Context: an optimization exercise on an open-source flow, tuned for small area. The choices shown serve that exercise and are no tape-out recipe.
In this exercise RTL edits were held to simulation tests only and were not proved equivalent to the original.
No activity file was given, so power comes from the tool's default toggle rates.

==> flow/design.v (outline; a module is shown in full before it is edited, if it fits) <==
// module bfa: 4 lines
// module bha: 4 lines
// module ntt_mul23_csa: 1086 lines
// module ntt_add23_ci: 76 lines
// module ntt_sub23_ci: 78 lines
// module ntt_sub23_rc: 55 lines
// module ntt_add25_ci: 77 lines
// module ntt_mult_reduction: 226 lines
// module ntt_butterfly: 87 lines
// module ntt_butterfly2x2: 119 lines
// module ntt_bf2x2_top: 30 lines
module ntt_bf2x2_top (
    input  wire         clk,
    input  wire         reset_n,
    input  wire         zeroize,
    input  wire [2:0]   mode,
    input  wire         enable,
    input  wire [183:0] uvw_i,
    input  wire [275:0] pw_uvw_i,
    input  wire         accumulate,
    output wire [91:0]  uv_o,
    output wire [91:0]  pwo_uv_o,
    output wire         ready_o
);
  // ...
==> flow/flow/run.sh <==
#!/bin/bash
# The standard layout (the standard.sh, standard synthesis included), with
# one change: the input and output ports are buffered with the smallest
# buffer cell instead of the default delay-buffer cell. Timing repair later
# resizes any port buffer that needs more drive.
set -euo pipefail
export BUFFER_PORTS_ARGS="-buffer_cell sky130_fd_sc_hd__buf_1"
# make's own output; each ORFS step also writes its full log under orfs/logs/
bash standard.sh > standard_make.log 2>&1
==> flow/standard.sh <==
#!/bin/bash
# synth_recipe.tcl (not shown) runs the flow's synth.tcl, then flattens the netlist and writes it again
# the make line also repeats each setting of config.mk as NAME=value (left out here)
make -C /OpenROAD-flow-scripts/flow DESIGN_CONFIG=/design/flow/config.mk WORK_HOME=/design/flow/orfs CLKGATE_MAP_FILE= SYNTH_SCRIPT=/design/flow/synth_recipe.tcl "${@:-finish}"
==> flow/config.mk <==
export PLATFORM = sky130hd
export DESIGN_NAME = ntt_bf2x2_top
export DESIGN_NICKNAME = ntt_bf2x2_top
export VERILOG_FILES = /design/flow/design.v
export SDC_FILE = /design/flow/constraint.sdc
export NUM_CORES = 4
export LEC_CHECK = 0
export CAP_MARGIN = 30
export CORE_MARGIN = 2
export CORE_UTILIZATION = 60
export CTS_CLUSTER_DIAMETER = 100
export CTS_CLUSTER_SIZE = 25
export PLACE_DENSITY = 0.75
export SLEW_MARGIN = 30
export SYNTH_HIERARCHICAL = 1
==> flow/constraint.sdc <==
create_clock -name core_clock -period 11.0 [get_ports {clk}]
set_input_delay 2.2000 -clock core_clock [delete_from_list [all_inputs] [get_ports {clk}]]
set_output_delay 2.2000 -clock core_clock [all_outputs]
set_load 0.01 [all_outputs]
==> flow_summary.yaml, run 1 <==
layout:
  multi_input_gates: 8994
  nClkBuffers: 125
  dominant-cell-class: "multi-input combinational cells"
  n_all_inverters: 810
  fin_nets: 16481
  layout_common_cells: "fa_1, nand2_1, dfxtp_1"
  area_growth_pct: 2.165
  postLayoutCellArea_um2: 151400
  drive_gt1_frac: 0.05432
  design.seq.count: 2128
  multi_input_area_um2: 93560
  seq_area_um2: 42680
  n_all_buffers: 921
  multi_input_area_share: 0.6179
clocking:
  ctsRootBufferMaster: "clkbuf_16"
  hold_buffers: 0
  htreeDepth: 3
global_routing:
  first_global_vias: 105989
  gr-usage-all-layers: 0.3772
  grt_max_degree: 93
  grt_pass1_wl_um: 691900
power_and_ir_drop:
  p_clk_uw: 4770
  pwr-share-comb: 0.518
  powerSeq_uw: 11100
  finalPower_uw: 32900
critical_path:
  reg2reg_from: "u_bf2x2.zf[1]"
  crit_arrival_ps: 10810
  cp_top_family: "adder cells"
hold_path:
  hp-class: "register to register"
  hold_path.startpoint: "u_bf2x2.bf_inst01.w3[16]"
die:
  fp.dieH_um: 501
  tapCellCount: 3220
synthesis:
  avgSynthCellArea_um2: 11.42
  syn_inst: 12982
routing:
  viasPerCell: 6.156
  wl_met3_um: 54520
  wl_met2_um: 210400
  first_iter_violations: 11472
place:
  place.gp.congestion: 1.047
  dp_slack_ps: 960.5
sta:
  finalMaxSlewViolations: 0
  finalCriticalPeriod_ps: 10140
run_status:
  status: "finished clean"
==> module ntt_sub23_ci, before the edit <==
module ntt_sub23_ci (input wire [22:0] a, input wire [22:0] b, output wire [23:0] s);
    wire [22:0] bn;
    assign bn = ~b;
    wire s0_0, c0_0, s0_1, c0_1, s0_2, c0_2, s0_3, c0_3, s0_4, c0_4, cb0, s0_5, c0_5, s0_6, c0_6, s0_7;
    wire c0_7, s0_8, c0_8, s0_9, c0_9, s0_10, c0_10, t_6, t_7, t_8, t_9, t_10, all1, cb1, s0_11, c0_11;
    wire s0_12, c0_12, s0_13, c0_13, s0_14, c0_14, s0_15, c0_15, s0_16, c0_16, t_12, t_13, t_14, t_15, t_16, all2;
    wire cb2, s0_17, c0_17, s0_18, c0_18, s0_19, c0_19, s0_20, c0_20, s0_21, c0_21, s0_22, c0_22, t_18, t_19, t_20;
    wire t_21, t_22, all3, cb3;
    bfa f0 (.a(a[0]), .b(bn[0]), .c(1'b1), .s(s0_0), .co(c0_0));
    bfa f1 (.a(a[1]), .b(bn[1]), .c(c0_0), .s(s0_1), .co(c0_1));
    bfa f2 (.a(a[2]), .b(bn[2]), .c(c0_1), .s(s0_2), .co(c0_2));
    bfa f3 (.a(a[3]), .b(bn[3]), .c(c0_2), .s(s0_3), .co(c0_3));
    bfa f4 (.a(a[4]), .b(bn[4]), .c(c0_3), .s(s0_4), .co(c0_4));
    assign s[0] = s0_0;
    assign s[1] = s0_1;
    assign s[2] = s0_2;
    assign s[3] = s0_3;
    assign s[4] = s0_4;
    assign cb0 = c0_4;
    bha h5 (.a(a[5]), .b(bn[5]), .s(s0_5), .co(c0_5));
    bfa f6 (.a(a[6]), .b(bn[6]), .c(c0_5), .s(s0_6), .co(c0_6));
    bfa f7 (.a(a[7]), .b(bn[7]), .c(c0_6), .s(s0_7), .co(c0_7));
    bfa f8 (.a(a[8]), .b(bn[8]), .c(c0_7), .s(s0_8), .co(c0_8));
    bfa f9 (.a(a[9]), .b(bn[9]), .c(c0_8), .s(s0_9), .co(c0_9));
    bfa f10 (.a(a[10]), .b(bn[10]), .c(c0_9), .s(s0_10), .co(c0_10));
    assign s[5] = s0_5 ^ cb0;
    assign t_6 = cb0 & s0_5;
    assign s[6] = s0_6 ^ t_6;
    assign t_7 = t_6 & s0_6;
    assign s[7] = s0_7 ^ t_7;
    assign t_8 = t_7 & s0_7;
    assign s[8] = s0_8 ^ t_8;
    assign t_9 = t_8 & s0_8;
    assign s[9] = s0_9 ^ t_9;
    assign t_10 = t_9 & s0_9;
    assign s[10] = s0_10 ^ t_10;
    assign all1 = s0_5 & s0_6 & s0_7 & s0_8 & s0_9 & s0_10;
    assign cb1 = c0_10 | (cb0 & all1);
    bha h11 (.a(a[11]), .b(bn[11]), .s(s0_11), .co(c0_11));
    bfa f12 (.a(a[12]), .b(bn[12]), .c(c0_11), .s(s0_12), .co(c0_12));
    bfa f13 (.a(a[13]), .b(bn[13]), .c(c0_12), .s(s0_13), .co(c0_13));
    bfa f14 (.a(a[14]), .b(bn[14]), .c(c0_13), .s(s0_14), .co(c0_14));
    bfa f15 (.a(a[15]), .b(bn[15]), .c(c0_14), .s(s0_15), .co(c0_15));
    bfa f16 (.a(a[16]), .b(bn[16]), .c(c0_15), .s(s0_16), .co(c0_16));
    assign s[11] = s0_11 ^ cb1;
    assign t_12 = cb1 & s0_11;
    assign s[12] = s0_12 ^ t_12;
    assign t_13 = t_12 & s0_12;
    assign s[13] = s0_13 ^ t_13;
    assign t_14 = t_13 & s0_13;
    assign s[14] = s0_14 ^ t_14;
    assign t_15 = t_14 & s0_14;
    assign s[15] = s0_15 ^ t_15;
    assign t_16 = t_15 & s0_15;
    assign s[16] = s0_16 ^ t_16;
    assign all2 = s0_11 & s0_12 & s0_13 & s0_14 & s0_15 & s0_16;
    assign cb2 = c0_16 | (cb1 & all2);
    bha h17 (.a(a[17]), .b(bn[17]), .s(s0_17), .co(c0_17));
    bfa f18 (.a(a[18]), .b(bn[18]), .c(c0_17), .s(s0_18), .co(c0_18));
    bfa f19 (.a(a[19]), .b(bn[19]), .c(c0_18), .s(s0_19), .co(c0_19));
    bfa f20 (.a(a[20]), .b(bn[20]), .c(c0_19), .s(s0_20), .co(c0_20));
    bfa f21 (.a(a[21]), .b(bn[21]), .c(c0_20), .s(s0_21), .co(c0_21));
    bfa f22 (.a(a[22]), .b(bn[22]), .c(c0_21), .s(s0_22), .co(c0_22));
    assign s[17] = s0_17 ^ cb2;
    assign t_18 = cb2 & s0_17;
    assign s[18] = s0_18 ^ t_18;
    assign t_19 = t_18 & s0_18;
    assign s[19] = s0_19 ^ t_19;
    assign t_20 = t_19 & s0_19;
    assign s[20] = s0_20 ^ t_20;
    assign t_21 = t_20 & s0_20;
    assign s[21] = s0_21 ^ t_21;
    assign t_22 = t_21 & s0_21;
    assign s[22] = s0_22 ^ t_22;
    assign all3 = s0_17 & s0_18 & s0_19 & s0_20 & s0_21 & s0_22;
    assign cb3 = c0_22 | (cb2 & all3);
    assign s[23] = cb3;
endmodule
==> module ntt_sub23_rc, before the edit <==
module ntt_sub23_rc (input wire [22:0] a, input wire [22:0] b, output wire [23:0] s);
    wire [22:0] bn;
    assign bn = ~b;
    wire s0_0, c0_0, s0_1, c0_1, s0_2, c0_2, s0_3, c0_3, s0_4, c0_4, s0_5, c0_5, s0_6, c0_6, s0_7, c0_7;
    wire s0_8, c0_8, s0_9, c0_9, s0_10, c0_10, s0_11, c0_11, s0_12, c0_12, s0_13, c0_13, s0_14, c0_14, s0_15, c0_15;
    wire s0_16, c0_16, s0_17, c0_17, s0_18, c0_18, s0_19, c0_19, s0_20, c0_20, s0_21, c0_21, s0_22, c0_22, cb0;
    bfa f0 (.a(a[0]), .b(bn[0]), .c(1'b1), .s(s0_0), .co(c0_0));
    bfa f1 (.a(a[1]), .b(bn[1]), .c(c0_0), .s(s0_1), .co(c0_1));
    bfa f2 (.a(a[2]), .b(bn[2]), .c(c0_1), .s(s0_2), .co(c0_2));
    bfa f3 (.a(a[3]), .b(bn[3]), .c(c0_2), .s(s0_3), .co(c0_3));
    bfa f4 (.a(a[4]), .b(bn[4]), .c(c0_3), .s(s0_4), .co(c0_4));
    bfa f5 (.a(a[5]), .b(bn[5]), .c(c0_4), .s(s0_5), .co(c0_5));
    bfa f6 (.a(a[6]), .b(bn[6]), .c(c0_5), .s(s0_6), .co(c0_6));
    bfa f7 (.a(a[7]), .b(bn[7]), .c(c0_6), .s(s0_7), .co(c0_7));
    bfa f8 (.a(a[8]), .b(bn[8]), .c(c0_7), .s(s0_8), .co(c0_8));
    bfa f9 (.a(a[9]), .b(bn[9]), .c(c0_8), .s(s0_9), .co(c0_9));
    bfa f10 (.a(a[10]), .b(bn[10]), .c(c0_9), .s(s0_10), .co(c0_10));
    bfa f11 (.a(a[11]), .b(bn[11]), .c(c0_10), .s(s0_11), .co(c0_11));
    bfa f12 (.a(a[12]), .b(bn[12]), .c(c0_11), .s(s0_12), .co(c0_12));
    bfa f13 (.a(a[13]), .b(bn[13]), .c(c0_12), .s(s0_13), .co(c0_13));
    bfa f14 (.a(a[14]), .b(bn[14]), .c(c0_13), .s(s0_14), .co(c0_14));
    bfa f15 (.a(a[15]), .b(bn[15]), .c(c0_14), .s(s0_15), .co(c0_15));
    bfa f16 (.a(a[16]), .b(bn[16]), .c(c0_15), .s(s0_16), .co(c0_16));
    bfa f17 (.a(a[17]), .b(bn[17]), .c(c0_16), .s(s0_17), .co(c0_17));
    bfa f18 (.a(a[18]), .b(bn[18]), .c(c0_17), .s(s0_18), .co(c0_18));
    bfa f19 (.a(a[19]), .b(bn[19]), .c(c0_18), .s(s0_19), .co(c0_19));
    bfa f20 (.a(a[20]), .b(bn[20]), .c(c0_19), .s(s0_20), .co(c0_20));
    bfa f21 (.a(a[21]), .b(bn[21]), .c(c0_20), .s(s0_21), .co(c0_21));
    bfa f22 (.a(a[22]), .b(bn[22]), .c(c0_21), .s(s0_22), .co(c0_22));
    assign s[0] = s0_0;
    assign s[1] = s0_1;
    assign s[2] = s0_2;
    assign s[3] = s0_3;
    assign s[4] = s0_4;
    assign s[5] = s0_5;
    assign s[6] = s0_6;
    assign s[7] = s0_7;
    assign s[8] = s0_8;
    assign s[9] = s0_9;
    assign s[10] = s0_10;
    assign s[11] = s0_11;
    assign s[12] = s0_12;
    assign s[13] = s0_13;
    assign s[14] = s0_14;
    assign s[15] = s0_15;
    assign s[16] = s0_16;
    assign s[17] = s0_17;
    assign s[18] = s0_18;
    assign s[19] = s0_19;
    assign s[20] = s0_20;
    assign s[21] = s0_21;
    assign s[22] = s0_22;
    assign cb0 = c0_22;
    assign s[23] = cb0;
endmodule
==> module ntt_butterfly2x2, before the edit <==
module ntt_butterfly2x2
#(
    parameter REG_SIZE = 23,
    parameter MLDSA_Q = 23'd8380417,
    parameter MLDSA_Q_DIV2_ODD = (MLDSA_Q + 1) / 2,
    parameter BF_LATENCY = 10,
    parameter PWM_LATENCY = 5,
    parameter PWA_LATENCY = 1,
    parameter PWS_LATENCY = 1,
    parameter BF_STAGE1_LATENCY = BF_LATENCY/2
)
(
    input wire clk,
    input wire reset_n,
    input wire zeroize,
    input ntt_defines_pkg::mode_t mode,
    input wire enable,
    input ntt_defines_pkg::bf_uvwi_t uvw_i,
    input ntt_defines_pkg::pwo_uvwi_t pw_uvw_i,
    input wire accumulate,
    output ntt_defines_pkg::bf_uvo_t uv_o,
    output ntt_defines_pkg::pwo_t pwo_uv_o,
    output logic ready_o
);
    logic [5:1] zf;
    always_ff @(posedge clk or negedge reset_n) begin
        if (!reset_n) zf <= 5'h1f;
        else          zf <= {zf[4:1] | {4{zeroize}}, zeroize};
    end
    logic m_ct, m_gs, m_pwm, m_pwa, m_pws, pwo_mode;
    assign m_ct  = (mode == ct);
    assign m_gs  = (mode == gs);
    assign m_pwm = (mode == pwm);
    assign m_pwa = (mode == pwa);
    assign m_pws = (mode == pws);
    assign pwo_mode = m_pwm | m_pwa | m_pws;
    logic sa_uv, sa_u4, sa_w4, sb_p4, sx_v, sx_g;
    logic ct_d, gs_d, pwm_d, bs_w1, bs_w2, bs_u1;
    logic ou_ar, ou_d4, ou_p4, ou_umv, ov_sr, ov_p4;
    assign sa_uv  = m_gs | m_pwa;
    assign sa_u4  = m_ct & ~zf[4];
    assign sa_w4  = m_pwm & ~zf[4];
    assign sb_p4  = (m_ct | m_pwm) & ~zf[4];
    assign sx_v   = m_ct | m_pwm;
    assign sx_g   = m_gs & ~zf[1];
    always_ff @(posedge clk) begin
        ct_d <= m_ct; gs_d <= m_gs; pwm_d <= m_pwm;
    end
    assign bs_w1 = ct_d & ~zf[1];
    assign bs_w2 = gs_d & ~zf[2];
    assign bs_u1 = pwm_d & ~zf[1];
    assign ou_ar  = (m_ct | m_pwa | (m_pwm & accumulate)) & ~zf[1];
    assign ou_d4  = m_gs & ~zf[5];
    assign ou_p4  = m_pwm & ~accumulate & ~zf[4];
    assign ou_umv = m_pws & ~zf[1];
    assign ov_sr  = m_ct & ~zf[5];
    assign ov_p4  = m_gs & ~zf[4];
    logic [BF_STAGE1_LATENCY-1:0][REG_SIZE-1:0] w10_reg, w11_reg;
    always_ff @(posedge clk) begin
        w10_reg <= {uvw_i.w10_i, w10_reg[BF_STAGE1_LATENCY-1:1]};
        w11_reg <= {uvw_i.w11_i, w11_reg[BF_STAGE1_LATENCY-1:1]};
    end
    logic [REG_SIZE-1:0] u00, u01, v00, v01, w00, w01;
    logic [REG_SIZE-1:0] u10, u11, v10, v11, w10, w11;
    logic [REG_SIZE-1:0] u10_int, u11_int, v10_int, v11_int;
    logic [REG_SIZE-1:0] pw00, pw01;
    logic w2_sel;
    assign w2_sel = ~pwo_mode & ~zf[5];
    assign u00 = pwo_mode ? pw_uvw_i.u0_i : uvw_i.u00_i;
    assign v00 = pwo_mode ? pw_uvw_i.v0_i : uvw_i.v00_i;
    assign w00 = pwo_mode ? pw_uvw_i.w0_i : uvw_i.w00_i;
    assign u01 = pwo_mode ? pw_uvw_i.u1_i : uvw_i.u01_i;
    assign v01 = pwo_mode ? pw_uvw_i.v1_i : uvw_i.v01_i;
    assign w01 = pwo_mode ? pw_uvw_i.w1_i : uvw_i.w01_i;
    assign u10 = pwo_mode ? pw_uvw_i.u2_i : u10_int;
    assign v10 = pwo_mode ? pw_uvw_i.v2_i : v10_int;
    assign w10 = (pwo_mode ? pw_uvw_i.w2_i : '0) | (w2_sel ? w10_reg[0] : '0);
    assign u11 = pwo_mode ? pw_uvw_i.u3_i : u11_int;
    assign v11 = pwo_mode ? pw_uvw_i.v3_i : v11_int;
    assign w11 = (pwo_mode ? pw_uvw_i.w3_i : '0) | (w2_sel ? w11_reg[0] : '0);
    ntt_butterfly #(.REG_SIZE(REG_SIZE), .MLDSA_Q(MLDSA_Q)) bf_inst00 (.clk(clk), .sa_uv(sa_uv), .sa_u4(sa_u4), .sa_w4(sa_w4), .sb_p4(sb_p4), 
        .sx_v(sx_v), .sx_g(sx_g), .bs_w1(bs_w1), .bs_w2(bs_w2), .bs_u1(bs_u1), .ou_ar(ou_ar), .ou_d4(ou_d4), 
        .ou_p4(ou_p4), .ou_umv(ou_umv), .ov_sr(ov_sr), .ov_p4(ov_p4), .pw_en(pwo_mode),
        .opu_i(u00), .opv_i(v00), .opw_i(w00),
        .u_o(u10_int), .v_o(u11_int), .pwm_res_o(pwo_uv_o.uv0));
    ntt_butterfly #(.REG_SIZE(REG_SIZE), .MLDSA_Q(MLDSA_Q)) bf_inst01 (.clk(clk), .sa_uv(sa_uv), .sa_u4(sa_u4), .sa_w4(sa_w4), .sb_p4(sb_p4), 
        .sx_v(sx_v), .sx_g(sx_g), .bs_w1(bs_w1), .bs_w2(bs_w2), .bs_u1(bs_u1), .ou_ar(ou_ar), .ou_d4(ou_d4), 
        .ou_p4(ou_p4), .ou_umv(ou_umv), .ov_sr(ov_sr), .ov_p4(ov_p4), .pw_en(pwo_mode),
        .opu_i(u01), .opv_i(v01), .opw_i(w01),
        .u_o(v10_int), .v_o(v11_int), .pwm_res_o(pwo_uv_o.uv1));
    ntt_butterfly #(.REG_SIZE(REG_SIZE), .MLDSA_Q(MLDSA_Q)) bf_inst10 (.clk(clk), .sa_uv(sa_uv), .sa_u4(sa_u4), .sa_w4(sa_w4), .sb_p4(sb_p4), 
        .sx_v(sx_v), .sx_g(sx_g), .bs_w1(bs_w1), .bs_w2(bs_w2), .bs_u1(bs_u1), .ou_ar(ou_ar), .ou_d4(ou_d4), 
        .ou_p4(ou_p4), .ou_umv(ou_umv), .ov_sr(ov_sr), .ov_p4(ov_p4), .pw_en(pwo_mode),
        .opu_i(u10), .opv_i(v10), .opw_i(w10),
        .u_o(uv_o.u20_o), .v_o(uv_o.v20_o), .pwm_res_o(pwo_uv_o.uv2));
    ntt_butterfly #(.REG_SIZE(REG_SIZE), .MLDSA_Q(MLDSA_Q)) bf_inst11 (.clk(clk), .sa_uv(sa_uv), .sa_u4(sa_u4), .sa_w4(sa_w4), .sb_p4(sb_p4), 
        .sx_v(sx_v), .sx_g(sx_g), .bs_w1(bs_w1), .bs_w2(bs_w2), .bs_u1(bs_u1), .ou_ar(ou_ar), .ou_d4(ou_d4), 
        .ou_p4(ou_p4), .ou_umv(ou_umv), .ov_sr(ov_sr), .ov_p4(ov_p4), .pw_en(pwo_mode),
        .opu_i(u11), .opv_i(v11), .opw_i(w11),
        .u_o(uv_o.u21_o), .v_o(uv_o.v21_o), .pwm_res_o(pwo_uv_o.uv3));
    logic [BF_LATENCY-1:0] ready_reg;
    always_ff @(posedge clk or negedge reset_n) begin
        if (!reset_n)
            ready_reg <= 'b0;
        else if (zeroize)
            ready_reg <= 'b0;
        else begin
            unique case(mode)
                ct:  ready_reg <= {enable, ready_reg[BF_LATENCY-1:1]};
                gs:  ready_reg <= {enable, ready_reg[BF_LATENCY-1:1]};
                pwm: ready_reg <= accumulate ? {5'h0, enable, ready_reg[PWM_LATENCY-1:1]} : {6'h0, enable, ready_reg[PWM_LATENCY-2:1]};
                pwa: ready_reg <= {9'h0, enable};
                pws: ready_reg <= {9'h0, enable};
                default: ready_reg <= 'h0;
            endcase
        end
    end
    assign ready_o = ready_reg[0];
endmodule
==> run 2, diff against run 1 <==
--- a/flow/design.v
+++ b/flow/design.v
@@ -1227,5 +1227,3 @@
 endmodule
-module ntt_sub23_ci (input wire [22:0] a, input wire [22:0] b, output wire [23:0] s);
-    wire [22:0] bn;
-    assign bn = ~b;
+module ntt_sub23_ci (input wire [22:0] a, input wire [22:0] bn, output wire [23:0] s);
     wire s0_0, c0_0, s0_1, c0_1, s0_2, c0_2, s0_3, c0_3, s0_4, c0_4, cb0, s0_5, c0_5, s0_6, c0_6, s0_7;
@@ -1305,5 +1303,3 @@
 endmodule
-module ntt_sub23_rc (input wire [22:0] a, input wire [22:0] b, output wire [23:0] s);
-    wire [22:0] bn;
-    assign bn = ~b;
+module ntt_sub23_rc (input wire [22:0] a, input wire [22:0] bn, output wire [23:0] s);
     wire s0_0, c0_0, s0_1, c0_1, s0_2, c0_2, s0_3, c0_3, s0_4, c0_4, s0_5, c0_5, s0_6, c0_6, s0_7, c0_7;
@@ -1664,6 +1660,12 @@
 import ntt_defines_pkg::*;
-module ntt_butterfly
+module ntt_butterfly2x2
 #(
-    parameter REG_SIZE  = 23,
-    parameter MLDSA_Q   = 23'd8380417
+    parameter REG_SIZE = 23,
+    parameter MLDSA_Q = 23'd8380417,
+    parameter MLDSA_Q_DIV2_ODD = (MLDSA_Q + 1) / 2,
+    parameter BF_LATENCY = 10,
+    parameter PWM_LATENCY = 5,
+    parameter PWA_LATENCY = 1,
+    parameter PWS_LATENCY = 1,
+    parameter BF_STAGE1_LATENCY = BF_LATENCY/2
 )
@@ -1671,14 +1673,12 @@
     input wire clk,
-    input wire sa_uv, sa_u4, sa_w4, sb_p4,    
-    input wire sx_v, sx_g,                    
-    input wire bs_w1, bs_w2, bs_u1,           
-    input wire ou_ar, ou_d4, ou_p4, ou_umv,   
-    input wire ov_sr, ov_p4,                  
-    input wire pw_en,                         
-    input wire   [REG_SIZE-1:0] opu_i,
-    input wire   [REG_SIZE-1:0] opv_i,
-    input wire   [REG_SIZE-1:0] opw_i,
-    output logic [REG_SIZE-1:0] u_o,
-    output logic [REG_SIZE-1:0] v_o,
-    output logic [REG_SIZE-1:0] pwm_res_o
+    input wire reset_n,
+    input wire zeroize,
+    input ntt_defines_pkg::mode_t mode,
+    input wire enable,
+    input ntt_defines_pkg::bf_uvwi_t uvw_i,
+    input ntt_defines_pkg::pwo_uvwi_t pw_uvw_i,
+    input wire accumulate,
+    output ntt_defines_pkg::bf_uvo_t uv_o,
+    output ntt_defines_pkg::pwo_t pwo_uv_o,
+    output logic ready_o
 );
@@ -1721,57 +1721,2 @@
     endfunction
-    logic [22:0] u1, u2, u3, u4, w1, w2, w3, w4;
-    logic [22:0] h1, h2, h3, h4;               
-    logic [23:0] umv_r, ar_r, sr_r;
-    logic [22:0] umv, ar, sr, p4;
-    logic [22:0] xa;                           
-    logic [22:0] add_a, add_b, mul_b;
-    wire  [23:0] umv_s, ar_s, sr_s;            
-    assign add_a = ({23{sa_uv}} & opu_i) | ({23{sa_u4}} & u4) | ({23{sa_w4}} & w4);
-    assign add_b = ({23{sa_uv}} & opv_i) | ({23{sb_p4}} & p4);
-    assign mul_b = ({23{bs_w1}} & w1) | ({23{bs_w2}} & w2) | ({23{bs_u1}} & u1);
-    ntt_sub23_ci u_umv (.a(opu_i), .b(opv_i), .s(umv_s));
-    ntt_add23_ci u_ar  (.a(add_a), .b(add_b), .s(ar_s));
-    ntt_sub23_rc u_sr  (.a(u4), .b(p4), .s(sr_s));
-    always_ff @(posedge clk) begin
-        u1 <= opu_i; u2 <= u1; u3 <= u2; u4 <= u3;
-        w1 <= opw_i; w2 <= w1; w3 <= w2; w4 <= w3;
-        umv_r <= {~umv_s[23], umv_s[22:0]};
-        ar_r  <= ar_s;
-        sr_r  <= {~sr_s[23], sr_s[22:0]};
-        h1 <= div2(ar); h2 <= h1; h3 <= h2; h4 <= h3;
-        xa <= ({23{sx_v}} & opv_i) | ({23{sx_g}} & div2(umv));
-    end
-    assign umv = corr_sub(umv_r);
-    assign ar  = corr_add(ar_r);
-    assign sr  = corr_sub(sr_r);
-    ntt_mult_reduction u_mul (.clk(clk), .a_i(xa), .b_i(mul_b), .res_o(p4));
-    assign u_o = ({23{ou_ar}} & ar) | ({23{ou_d4}} & h4) | ({23{ou_p4}} & p4) | ({23{ou_umv}} & umv);
-    assign v_o = ({23{ov_sr}} & sr) | ({23{ov_p4}} & p4);
-    assign pwm_res_o = {23{pw_en}} & u_o;
-endmodule
-import ntt_defines_pkg::*;
-module ntt_butterfly2x2
-#(
-    parameter REG_SIZE = 23,
-    parameter MLDSA_Q = 23'd8380417,
-    parameter MLDSA_Q_DIV2_ODD = (MLDSA_Q + 1) / 2,
-    parameter BF_LATENCY = 10,
-    parameter PWM_LATENCY = 5,
-    parameter PWA_LATENCY = 1,
-    parameter PWS_LATENCY = 1,
-    parameter BF_STAGE1_LATENCY = BF_LATENCY/2
-)
-(
-    input wire clk,
-    input wire reset_n,
-    input wire zeroize,
-    input ntt_defines_pkg::mode_t mode,
-    input wire enable,
-    input ntt_defines_pkg::bf_uvwi_t uvw_i,
-    input ntt_defines_pkg::pwo_uvwi_t pw_uvw_i,
-    input wire accumulate,
-    output ntt_defines_pkg::bf_uvo_t uv_o,
-    output ntt_defines_pkg::pwo_t pwo_uv_o,
-    output logic ready_o
-);
     logic [5:1] zf;
@@ -1791,8 +1736,8 @@
     logic ou_ar, ou_d4, ou_p4, ou_umv, ov_sr, ov_p4;
-    assign sa_uv  = m_gs | m_pwa;
-    assign sa_u4  = m_ct & ~zf[4];
-    assign sa_w4  = m_pwm & ~zf[4];
+    assign sa_uv  = m_gs | m_pwa;                  
+    assign sa_u4  = m_ct & ~zf[4];                 
+    assign sa_w4  = m_pwm & ~zf[4];                
     assign sb_p4  = (m_ct | m_pwm) & ~zf[4];
-    assign sx_v   = m_ct | m_pwm;
-    assign sx_g   = m_gs & ~zf[1];
+    assign sx_v   = m_ct | m_pwm;                  
+    assign sx_g   = m_gs & ~zf[1];                 
     always_ff @(posedge clk) begin
@@ -1800,5 +1745,5 @@
     end
-    assign bs_w1 = ct_d & ~zf[1];
-    assign bs_w2 = gs_d & ~zf[2];
-    assign bs_u1 = pwm_d & ~zf[1];
+    assign bs_w1  = ct_d & ~zf[1];
+    assign bs_w2  = gs_d & ~zf[2];
+    assign bs_u1  = pwm_d & ~zf[1];
     assign ou_ar  = (m_ct | m_pwa | (m_pwm & accumulate)) & ~zf[1];
@@ -1814,40 +1759,56 @@
     end
-    logic [REG_SIZE-1:0] u00, u01, v00, v01, w00, w01;
-    logic [REG_SIZE-1:0] u10, u11, v10, v11, w10, w11;
-    logic [REG_SIZE-1:0] u10_int, u11_int, v10_int, v11_int;
-    logic [REG_SIZE-1:0] pw00, pw01;
     logic w2_sel;
     assign w2_sel = ~pwo_mode & ~zf[5];
-    assign u00 = pwo_mode ? pw_uvw_i.u0_i : uvw_i.u00_i;
-    assign v00 = pwo_mode ? pw_uvw_i.v0_i : uvw_i.v00_i;
-    assign w00 = pwo_mode ? pw_uvw_i.w0_i : uvw_i.w00_i;
-    assign u01 = pwo_mode ? pw_uvw_i.u1_i : uvw_i.u01_i;
-    assign v01 = pwo_mode ? pw_uvw_i.v1_i : uvw_i.v01_i;
-    assign w01 = pwo_mode ? pw_uvw_i.w1_i : uvw_i.w01_i;
-    assign u10 = pwo_mode ? pw_uvw_i.u2_i : u10_int;
-    assign v10 = pwo_mode ? pw_uvw_i.v2_i : v10_int;
-    assign w10 = (pwo_mode ? pw_uvw_i.w2_i : '0) | (w2_sel ? w10_reg[0] : '0);
-    assign u11 = pwo_mode ? pw_uvw_i.u3_i : u11_int;
-    assign v11 = pwo_mode ? pw_uvw_i.v3_i : v11_int;
-    assign w11 = (pwo_mode ? pw_uvw_i.w3_i : '0) | (w2_sel ? w11_reg[0] : '0);
-    ntt_butterfly #(.REG_SIZE(REG_SIZE), .MLDSA_Q(MLDSA_Q)) bf_inst00 (.clk(clk), .sa_uv(sa_uv), .sa_u4(sa_u4), .sa_w4(sa_w4), .sb_p4(sb_p4), 
-        .sx_v(sx_v), .sx_g(sx_g), .bs_w1(bs_w1), .bs_w2(bs_w2), .bs_u1(bs_u1), .ou_ar(ou_ar), .ou_d4(ou_d4), 
-        .ou_p4(ou_p4), .ou_umv(ou_umv), .ov_sr(ov_sr), .ov_p4(ov_p4), .pw_en(pwo_mode),
-        .opu_i(u00), .opv_i(v00), .opw_i(w00),
-        .u_o(u10_int), .v_o(u11_int), .pwm_res_o(pwo_uv_o.uv0));
-    ntt_butterfly #(.REG_SIZE(REG_SIZE), .MLDSA_Q(MLDSA_Q)) bf_inst01 (.clk(clk), .sa_uv(sa_uv), .sa_u4(sa_u4), .sa_w4(sa_w4), .sb_p4(sb_p4), 
-        .sx_v(sx_v), .sx_g(sx_g), .bs_w1(bs_w1), .bs_w2(bs_w2), .bs_u1(bs_u1), .ou_ar(ou_ar), .ou_d4(ou_d4), 
-        .ou_p4(ou_p4), .ou_umv(ou_umv), .ov_sr(ov_sr), .ov_p4(ov_p4), .pw_en(pwo_mode),
-        .opu_i(u01), .opv_i(v01), .opw_i(w01),
-        .u_o(v10_int), .v_o(v11_int), .pwm_res_o(pwo_uv_o.uv1));
-    ntt_butterfly #(.REG_SIZE(REG_SIZE), .MLDSA_Q(MLDSA_Q)) bf_inst10 (.clk(clk), .sa_uv(sa_uv), .sa_u4(sa_u4), .sa_w4(sa_w4), .sb_p4(sb_p4), 
-        .sx_v(sx_v), .sx_g(sx_g), .bs_w1(bs_w1), .bs_w2(bs_w2), .bs_u1(bs_u1), .ou_ar(ou_ar), .ou_d4(ou_d4), 
-        .ou_p4(ou_p4), .ou_umv(ou_umv), .ov_sr(ov_sr), .ov_p4(ov_p4), .pw_en(pwo_mode),
-        .opu_i(u10), .opv_i(v10), .opw_i(w10),
-        .u_o(uv_o.u20_o), .v_o(uv_o.v20_o), .pwm_res_o(pwo_uv_o.uv2));
-    ntt_butterfly #(.REG_SIZE(REG_SIZE), .MLDSA_Q(MLDSA_Q)) bf_inst11 (.clk(clk), .sa_uv(sa_uv), .sa_u4(sa_u4), .sa_w4(sa_w4), .sb_p4(sb_p4), 
-        .sx_v(sx_v), .sx_g(sx_g), .bs_w1(bs_w1), .bs_w2(bs_w2), .bs_u1(bs_u1), .ou_ar(ou_ar), .ou_d4(ou_d4), 
-        .ou_p4(ou_p4), .ou_umv(ou_umv), .ov_sr(ov_sr), .ov_p4(ov_p4), .pw_en(pwo_mode),
-        .opu_i(u11), .opv_i(v11), .opw_i(w11),
-        .u_o(uv_o.u21_o), .v_o(uv_o.v21_o), .pwm_res_o(pwo_uv_o.uv3));
+    logic [3:0][22:0] opu, opv, opw, u_o, v_o, pw_o;
+    assign opu[0] = pwo_mode ? pw_uvw_i.u0_i : uvw_i.u00_i;
+    assign opv[0] = pwo_mode ? pw_uvw_i.v0_i : uvw_i.v00_i;
+    assign opw[0] = pwo_mode ? pw_uvw_i.w0_i : uvw_i.w00_i;
+    assign opu[1] = pwo_mode ? pw_uvw_i.u1_i : uvw_i.u01_i;
+    assign opv[1] = pwo_mode ? pw_uvw_i.v1_i : uvw_i.v01_i;
+    assign opw[1] = pwo_mode ? pw_uvw_i.w1_i : uvw_i.w01_i;
+    assign opu[2] = pwo_mode ? pw_uvw_i.u2_i : u_o[0];
+    assign opv[2] = pwo_mode ? pw_uvw_i.v2_i : u_o[1];
+    assign opw[2] = (pwo_mode ? pw_uvw_i.w2_i : '0) | (w2_sel ? w10_reg[0] : '0);
+    assign opu[3] = pwo_mode ? pw_uvw_i.u3_i : v_o[0];
+    assign opv[3] = pwo_mode ? pw_uvw_i.v3_i : v_o[1];
+    assign opw[3] = (pwo_mode ? pw_uvw_i.w3_i : '0) | (w2_sel ? w11_reg[0] : '0);
+    assign uv_o.u20_o = u_o[2];
+    assign uv_o.v20_o = v_o[2];
+    assign uv_o.u21_o = u_o[3];
+    assign uv_o.v21_o = v_o[3];
+    assign pwo_uv_o.uv0 = pw_o[0];
+    assign pwo_uv_o.uv1 = pw_o[1];
+    assign pwo_uv_o.uv2 = pw_o[2];
+    assign pwo_uv_o.uv3 = pw_o[3];
+    for (genvar g = 0; g < 4; g++) begin : bf
+        logic [22:0] u1, u2, u3, u4, w1, w2, w3, w4;
+        logic [22:0] h1, h2, h3, h4;           
+        logic [23:0] umv_r, ar_r, sr_r;
+        logic [22:0] umv, ar, sr, p4;
+        logic [22:0] xa;                       
+        logic [22:0] add_a, add_b, mul_b;
+        wire  [23:0] umv_s, ar_s, sr_s;        
+        assign add_a = ({23{sa_uv}} & opu[g]) | ({23{sa_u4}} & u4) | ({23{sa_w4}} & w4);
+        assign add_b = ({23{sa_uv}} & opv[g]) | ({23{sb_p4}} & p4);
+        assign mul_b = ({23{bs_w1}} & w1) | ({23{bs_w2}} & w2) | ({23{bs_u1}} & u1);
+        ntt_sub23_ci u_umv (.a(opu[g]), .bn(~opv[g]), .s(umv_s));
+        ntt_add23_ci u_ar  (.a(add_a), .b(add_b), .s(ar_s));
+        ntt_sub23_rc u_sr  (.a(u4), .bn(~p4), .s(sr_s));
+        always_ff @(posedge clk) begin
+            u1 <= opu[g]; u2 <= u1; u3 <= u2; u4 <= u3;
+            w1 <= opw[g]; w2 <= w1; w3 <= w2; w4 <= w3;
+            umv_r <= {~umv_s[23], umv_s[22:0]};
+            ar_r  <= ar_s;
+            sr_r  <= {~sr_s[23], sr_s[22:0]};
+            h1 <= div2(ar); h2 <= h1; h3 <= h2; h4 <= h3;
+            xa <= ({23{sx_v}} & opv[g]) | ({23{sx_g}} & div2(umv));
+        end
+        assign umv = corr_sub(umv_r);
+        assign ar  = corr_add(ar_r);
+        assign sr  = corr_sub(sr_r);
+        ntt_mult_reduction u_mul (.clk(clk), .a_i(xa), .b_i(mul_b), .res_o(p4));
+        assign u_o[g]  = ({23{ou_ar}} & ar) | ({23{ou_d4}} & h4) | ({23{ou_p4}} & p4) | ({23{ou_umv}} & umv);
+        assign v_o[g]  = ({23{ov_sr}} & sr) | ({23{ov_p4}} & p4);
+        assign pw_o[g] = {23{pwo_mode}} & u_o[g];
+    end
     logic [BF_LATENCY-1:0] ready_reg;
==> flow/flow/run.sh (replaced) <==
#!/bin/bash
set -euo pipefail
export BUFFER_PORTS_ARGS="-buffer_cell sky130_fd_sc_hd__buf_1"
export CTS_ARGS="-sink_clustering_enable -repair_clock_nets -sink_clustering_size 25 -sink_clustering_max_diameter 100 -dont_use_dummy_load"
# make's own output; each ORFS step also writes its full log under orfs/logs/
bash standard.sh > standard_make.log 2>&1
==> run 2 against run 1 <==
  * Final area down 1.2%
  * Critical endpoint is now u_bf2x2.bf[1].u_mul.zn[32]
  * Critical path type unchanged
  * Die area down 0.85%
  * Critical path depth down 1
  * Global-route usage down 0.64 points
  * Clock skew up 3.2 ps
==> flow_summary.yaml, run 2 <==
clocking:
  cts_made_buffers: 108
  cts_tree: "done"
  ctsRootBufferMaster: "clkbuf_16"
  htreeDepth: 3
  path_clk_slew_ps: 90
  cts_setup_buffers: 0
  hold_buffers: 0
  clock-sinks: 2128
  clk_path_buf_depth: 3
  clock_latency_ps: 850
  cts-resized-gates: 0
power_and_ir_drop:
  intPower_uw: 18040
  p_switching_uw: 14090
  pwr-share-comb: 0.526
  finalPower_uw: 32130
  p_sw_frac: 0.4384
  pwr-share-seq: 0.343
  power_leakage_uw: 0.04879
  vdd_drop_max_uv: 266.6
  clkPwrFrac: 0.131
  p_per_area_nw_per_um2: 214.7
sta:
  tns_ps: 0
  fin_skew_ps: 67.58
  finalMaxSlewViolations: 0
  slew_headroom: 0.2364
  finalCriticalPeriod_ps: 10170
  rsz0062_at_grt: "false"
  setup_violations: 0
  max_freq_ghz: 0.09831
  hold_viol_final: 0
  holdWs_ps: 297.8
  fin_crit_sh: 0.9247
  worst_pin_slew_ps: 1113
routing:
  routed_wl_um: 459700
  route.detailed.drc: 0
  dr.pass1.iters: 9
  routedWlPerCell_um: 27.87
  viasPerCell: 6.071
  via_count: 100147
  first_iter_violations: 10910
  ant_nets: 0
critical_path:
  crit_arrival_ps: 10820
  critPathMaxFanout: 92
  crit_required_ps: 11650
  setup.worst_path.start_class: "register"
  r2r-end: "u_bf2x2.bf[1].u_mul.zn[32]"
  r2r_setup_slack_ps: 830
  endpoint_kind: "register"
  worstSetupPathType: "register to register"
  reg2reg_from: "u_bf2x2.zf[1]"
  rr_worst_depth: 22
place:
  portBuffers: 652
  place.gp.congestion: 1.046
  hpwl_um: 364800
  placed_area_um2: 146800
global_routing:
  grt_pass1_wl_um: 673200
  grt_max_degree: 181
  gr-usage-all-layers: 0.3708
  grt_overflow: 0
  antenna_found_initial: 27
  first_global_vias: 102989
synthesis:
  syn_area_um2: 146900
  syn_inst: 13315
  ys_warn_count: 8
  avgSynthCellArea_um2: 11.04
hold_path:
  hold_depth: 0
  hp-class: "register to register"
  min_to: "u_bf2x2.w10_reg[86]"
  hold_path.startpoint: "u_bf2x2.w10_reg[109]"
layout:
  layout_common_cells: "nand2_1, fa_1, dfxtp_1"
  drive_gt1_frac: 0.04882
  layout_commonest_cell: "nand2_1"
  fin_nets: 16791
  postLayoutCellArea_um2: 149700
  fin_util: 0.6148
  largest_reg_flops: 204
  n_fill_cell: 19581
  area_growth_pct: 1.859
die:
  coreArea_um2: 243500
  ioPinCount: 653
  fp.dieW_um: 498.9
  rows: 181
  start_util: 0.6035
  die_area_um2: 248900
  fp.dieH_um: 498.9
run:
  cap_violations: 0
run_status:
  status: "finished clean"
[run 2: critical path, stage by stage (launching register included)]
cell and delay (ps):
dfstp_2 700, nor2b_4 70, buf_12 180, nand2_1 240
nand2_1 470, nand2_1 230, fa_1 450, fa_1 520
fa_1 530, fa_1 530, fa_1 550, fa_1 530
fa_1 520, fa_1 470, fa_1 400, fa_1 400
fa_1 400, fa_1 400, fa_1 430, fa_1 410
fa_1 410, fa_1 400, fa_1 440
[run 2: stage by stage]
step	setup WS (ps)	instances
6_report	828.2	16497
5_1_grt	603.7	16486
4_1_cts	919.4	16472
2_1_floorplan	1580	13487
3_5_place_dp	1020	16364
3_3_place_gp	1280	16360
[run 2: how the worst max path moves through the flow]
stage / slack, ps / endpoint / from
3_5_place_dp: 1020 / u_bf2x2.bf[1].u_mul.zn[32] / u_bf2x2.zf[1]
6_report: 830 / u_bf2x2.bf[1].u_mul.zn[32] / u_bf2x2.zf[1]
3_3_place_gp: 1280 / u_bf2x2.bf[1].u_mul.zn[32] / u_bf2x2.zf[1]
5_1_grt: 600 / u_bf2x2.bf[1].u_mul.zn[32] / u_bf2x2.zf[1]
2_1_floorplan: 1580 / u_bf2x2.bf[1].sr_r[22] / u_bf2x2.bf[1].u_mul.res_o[0]
4_1_cts: 920 / u_bf2x2.bf[1].u_mul.zn[32] / u_bf2x2.zf[1]
[run 2: routing by layer]
layer  vias to the layer above  part of all wire  global-route usage
li1                      42072                 -                   -
met1                     50425              0.37              0.4773
met2                      6347              0.43              0.5512
met3                      1289              0.12              0.1035
met4                        14             0.081              0.2437
met5                         -           0.00016                   0
[run 2: power groups by stage]
stage	logic, µW	registers, µW	clock network (µW)
detailed placement	16600	11100	0
CTS	16800	10900	4260
finish	16900	11000	4210
global placement	16300	11100	0
floorplan	13400	10300	0
global route	18800	11100	4490
[run 2: layout make-up]
type,count,area (µm²),area share
multi-input combinational,9578,93540,0.6250
sequential,2128,42680,0.2852
timing repair buffer,942,4736,0.03164
tap,3202,4006,0.02677
clock buffer,108,2703,0.01806
inverter,517,1941,0.01297
antenna,22,55.05,0.0003678

==> static timing again, ports no longer ideal <==
Ports are ideal in the flow. The routed layouts listed here were re-timed in OpenROAD.
Step 1 (the two cells are an assumption about what drives the block):
set clk [get_ports {clk}]
set_driving_cell -lib_cell sky130_fd_sc_hd__clkbuf_16 $clk
set_driving_cell -lib_cell sky130_fd_sc_hd__buf_2 [delete_from_list [all_inputs] $clk]
Step 2, shift: input delay + t, output delay - t, t = (earliest + latest rising clock arrival at the registers) / 2. This alone moves slack from input paths to output paths.
Slacks: no drivers / after step 1 / after step 2; pairs: no drivers / after step 1.
| run | t, ns | setup slack, ns | latest minus earliest clock arrival (ns) | slew at the worst register clock pin (ns) | pins driven straight from the clock port |
|---|---|---|---|---|---|
| run 1 | 0.920 | 0.857 / 0.857 / 0.857 | 0.070 / 0.070 | 0.11 / 0.11 | 1 |
| run 2 | 0.898 | 0.828 / 0.828 / 0.828 | 0.078 / 0.078 | 0.10 / 0.10 | 1 |
After both steps setup and hold are still met in every run listed.
